What follows belongs to an exercise in optimizing a design on an open flow for small area and few clock cycles; a production flow would make more cautious choices. Function was checked by simulation only, so behaviour that the tests miss may differ from the original. Power is estimated from default activity; no workload was simulated.

==> inputs of willow <==
Design cpu, start of the top module:
module cpu ( input clk,
             input reset,
             output [31:0] iaddr,
             input [31:0] idata,
             output [31:0] daddr,
             input [31:0] drdata,
             output [31:0] dwdata,
             output [3:0] dwe
           );
==> module tail2, before the edit <==
module tail2 ( input [9:0] t, input a1, b1, a2, b2, output y );
    assign y = ~(&t & ~((a1 & b1) | (a2 & b2)));
endmodule
==> module tail1, before the edit <==
module tail1 ( input [9:0] t, input a, b, output y );
    assign y = ~(&t & ~(a & b));
endmodule
export LEC_CHECK = 0
export CAP_MARGIN = 20
export CORE_MARGIN = 2
export CORE_UTILIZATION = 30
export CTS_CLUSTER_DIAMETER = 100
export CTS_CLUSTER_SIZE = 20
export PLACE_DENSITY = 0.6
export SETUP_SLACK_MARGIN = 0.3
export SLEW_MARGIN = 30
export SYNTH_HIERARCHICAL = 1
create_clock -name core_clock -period 14.0 [get_ports {clk}]
run.sh (not shown) runs the stock make flow with config.mk's settings and CLKGATE_MAP_FILE= SYNTH_SCRIPT=/design/flow/synth_recipe.tcl, a recipe that flattens the netlist after the stock synthesis.
==> ember: changes against willow <==
--- a/flow/design.v
+++ b/flow/design.v
@@ -178,6 +178,29 @@
 module tail2 ( input [9:0] t, input a1, b1, a2, b2, output y );
-    assign y = ~(&t & ~((a1 & b1) | (a2 & b2)));
+    wire n1, n2, u0, u1, u2;
+    g_nand2 m1 (.a(a1), .b(b1), .y(n1));
+    g_nand2 m2 (.a(a2), .b(b2), .y(n2));
+    g_nand4 k0 (.a(t[0]), .b(t[1]), .c(t[2]), .d(t[3]), .y(u0));
+    g_nand4 k1 (.a(t[4]), .b(t[5]), .c(t[6]), .d(t[7]), .y(u1));
+    g_nand4 k2 (.a(t[8]), .b(t[9]), .c(n1), .d(n2), .y(u2));
+    g_or3 o (.a(u0), .b(u1), .c(u2), .y(y));
 endmodule
 module tail1 ( input [9:0] t, input a, b, output y );
-    assign y = ~(&t & ~(a & b));
+    wire n1, u0, u1, u2;
+    g_nand2 m1 (.a(a), .b(b), .y(n1));
+    g_nand4 k0 (.a(t[0]), .b(t[1]), .c(t[2]), .d(t[3]), .y(u0));
+    g_nand4 k1 (.a(t[4]), .b(t[5]), .c(t[6]), .d(t[7]), .y(u1));
+    g_nand3 k2 (.a(t[8]), .b(t[9]), .c(n1), .y(u2));
+    g_or3 o (.a(u0), .b(u1), .c(u2), .y(y));
+endmodule
+module g_nand2 ( input a, b, output y );
+    assign y = ~(a & b);
+endmodule
+module g_nand3 ( input a, b, c, output y );
+    assign y = ~(a & b & c);
+endmodule
+module g_nand4 ( input a, b, c, d, output y );
+    assign y = ~(a & b & c & d);
+endmodule
+module g_or3 ( input a, b, c, output y );
+    assign y = a | b | c;
 endmodule
==> flow/flow/run.sh (new file) <==
#!/bin/bash
# The standard layout (the standard.sh, unchanged synthesis and steps),
# with the port buffers made from buf_1 cells instead of the default cell
# and clock tree synthesis with clkbuf_8 buffers and no dummy loads.
set -euo pipefail
export BUFFER_PORTS_ARGS="-buffer_cell sky130_fd_sc_hd__buf_1"
export CTS_ARGS="-sink_clustering_enable -repair_clock_nets -dont_use_dummy_load -sink_clustering_size 14 -sink_clustering_max_diameter 80 -buf_list sky130_fd_sc_hd__clkbuf_8"
bash standard.sh > flow.log 2>&1
==> flow/standard.sh (new file) <==
#!/bin/bash
# synth_recipe.tcl (not shown) runs the flow's synth.tcl, then flattens the netlist and writes it again
# the make line also repeats each setting of config.mk as NAME=value (left out here)
make -C /OpenROAD-flow-scripts/flow DESIGN_CONFIG=/design/flow/config.mk WORK_HOME=/design/flow/orfs CLKGATE_MAP_FILE= SYNTH_SCRIPT=/design/flow/synth_recipe.tcl "${@:-finish}"
removed: flow/run.sh
==> quartz: changes against willow <==
--- a/flow/design.v
+++ b/flow/design.v
@@ -178,6 +178,29 @@
 module tail2 ( input [9:0] t, input a1, b1, a2, b2, output y );
-    assign y = ~(&t & ~((a1 & b1) | (a2 & b2)));
+    wire n1, n2, u0, u1, u2;
+    g_nand2 m1 (.a(a1), .b(b1), .y(n1));
+    g_nand2 m2 (.a(a2), .b(b2), .y(n2));
+    g_nand4 k0 (.a(t[0]), .b(t[1]), .c(t[2]), .d(t[3]), .y(u0));
+    g_nand4 k1 (.a(t[4]), .b(t[5]), .c(t[6]), .d(t[7]), .y(u1));
+    g_nand4 k2 (.a(t[8]), .b(t[9]), .c(n1), .d(n2), .y(u2));
+    g_or3 o (.a(u0), .b(u1), .c(u2), .y(y));
 endmodule
 module tail1 ( input [9:0] t, input a, b, output y );
-    assign y = ~(&t & ~(a & b));
+    wire n1, u0, u1, u2;
+    g_nand2 m1 (.a(a), .b(b), .y(n1));
+    g_nand4 k0 (.a(t[0]), .b(t[1]), .c(t[2]), .d(t[3]), .y(u0));
+    g_nand4 k1 (.a(t[4]), .b(t[5]), .c(t[6]), .d(t[7]), .y(u1));
+    g_nand3 k2 (.a(t[8]), .b(t[9]), .c(n1), .y(u2));
+    g_or3 o (.a(u0), .b(u1), .c(u2), .y(y));
+endmodule
+module g_nand2 ( input a, b, output y );
+    assign y = ~(a & b);
+endmodule
+module g_nand3 ( input a, b, c, output y );
+    assign y = ~(a & b & c);
+endmodule
+module g_nand4 ( input a, b, c, d, output y );
+    assign y = ~(a & b & c & d);
+endmodule
+module g_or3 ( input a, b, c, output y );
+    assign y = a | b | c;
 endmodule
==> flow/flow/run.sh (new file) <==
#!/bin/bash
# The standard layout (the standard.sh, unchanged synthesis and steps),
# with the port buffers made from buf_1 cells instead of the default cell
# and clock tree synthesis with clkbuf_8 buffers and no dummy loads.
set -euo pipefail
export BUFFER_PORTS_ARGS="-buffer_cell sky130_fd_sc_hd__buf_1"
export CTS_ARGS="-sink_clustering_enable -repair_clock_nets -dont_use_dummy_load -sink_clustering_size 16 -sink_clustering_max_diameter 80 -buf_list sky130_fd_sc_hd__clkbuf_8"
bash standard.sh > flow.log 2>&1
==> flow/standard.sh (new file) <==
#!/bin/bash
# synth_recipe.tcl (not shown) runs the flow's synth.tcl, then flattens the netlist and writes it again
# the make line also repeats each setting of config.mk as NAME=value (left out here)
make -C /OpenROAD-flow-scripts/flow DESIGN_CONFIG=/design/flow/config.mk WORK_HOME=/design/flow/orfs CLKGATE_MAP_FILE= SYNTH_SCRIPT=/design/flow/synth_recipe.tcl "${@:-finish}"
- SLEW_MARGIN: 30 -> 20
removed: flow/run.sh
==> qor summary <==
                                                                                        willow                     ember                    quartz
Result of the run                                                       complete, no violations   complete, no violations   complete, no violations
Clock buffers and inverters, area share                                                 0.02983                   0.02214                   0.01987
Gp weighted congestion                                                                   0.9899                     1.044                     1.044
DRT met1 WL                                                                            92800 um                  93210 um                  93250 um
Fmax                                                                                0.07491 GHz               0.07631 GHz               0.07660 GHz
Cell internal pwr                                                                      6.623 mW                  6.146 mW                  6.084 mW
Initial core utilization                                                                 0.3016                    0.3012                    0.3012
Area of the multi-input gates                                                        25870 um^2                25630 um^2                25580 um^2
Die Height                                                                             397.3 um                  396.8 um                  396.8 um
Multi-input combinational area share                                                     0.4781                    0.4910                    0.4925
Number of buffers other than clock buffers in the final layout                              397                       350                       348
R2R Setup Slk                                                                           3.15 ns                   2.85 ns                   2.91 ns
Most frequent standard cell in the layout excluding fill and tap cells  sky130_fd_sc_hd__a22o_1  sky130_fd_sc_hd__dfxtp_1  sky130_fd_sc_hd__dfxtp_1
Levels on crit path                                                                          22                        35                        23
Testbench counts of willow, summed over its fixed seeds: cycles 20,776.
Testbench counts of ember, summed over its fixed seeds: cycles 20,776.
Testbench counts of quartz, summed over its fixed seeds: cycles 20,776.

[static timing again, ports no longer ideal]
No port has a modelled driver above. Below, the same layouts with a new extraction and two added sets of constraints.
Step 1: set_driving_cell puts a clkbuf_16 on clk and a buf_2 on each other input, an assumption about the parent block.
Step 2 adds t to the input delays and takes it off the output delays; t is the mean of the earliest and latest rising clock arrival at the registers after step 1. Input paths then give back, and output paths get back, about the clock's delay inside the block.
a / b / c = no drivers / after step 1 / after step 2; a / b = the first two.
run	t (ns)	setup WS [ns]	hold WS [ns]	worst setup path at the end
willow	0.786	0.651 / 0.621 / -0.023	0.505 / 0.505 / 0.505	input to register
ember	0.858	0.895 / 0.886 / 0.093	0.503 / 0.503 / 0.503	input to register
quartz	0.865	0.946 / 0.835 / 0.150	0.507 / 0.507 / 0.507	input to register
Met with ideal ports but missed after step 2: setup timing in willow. For ember, which loses most, drivers alone change the setup slack by -0.009 ns; drivers and shift together by -0.802 ns.
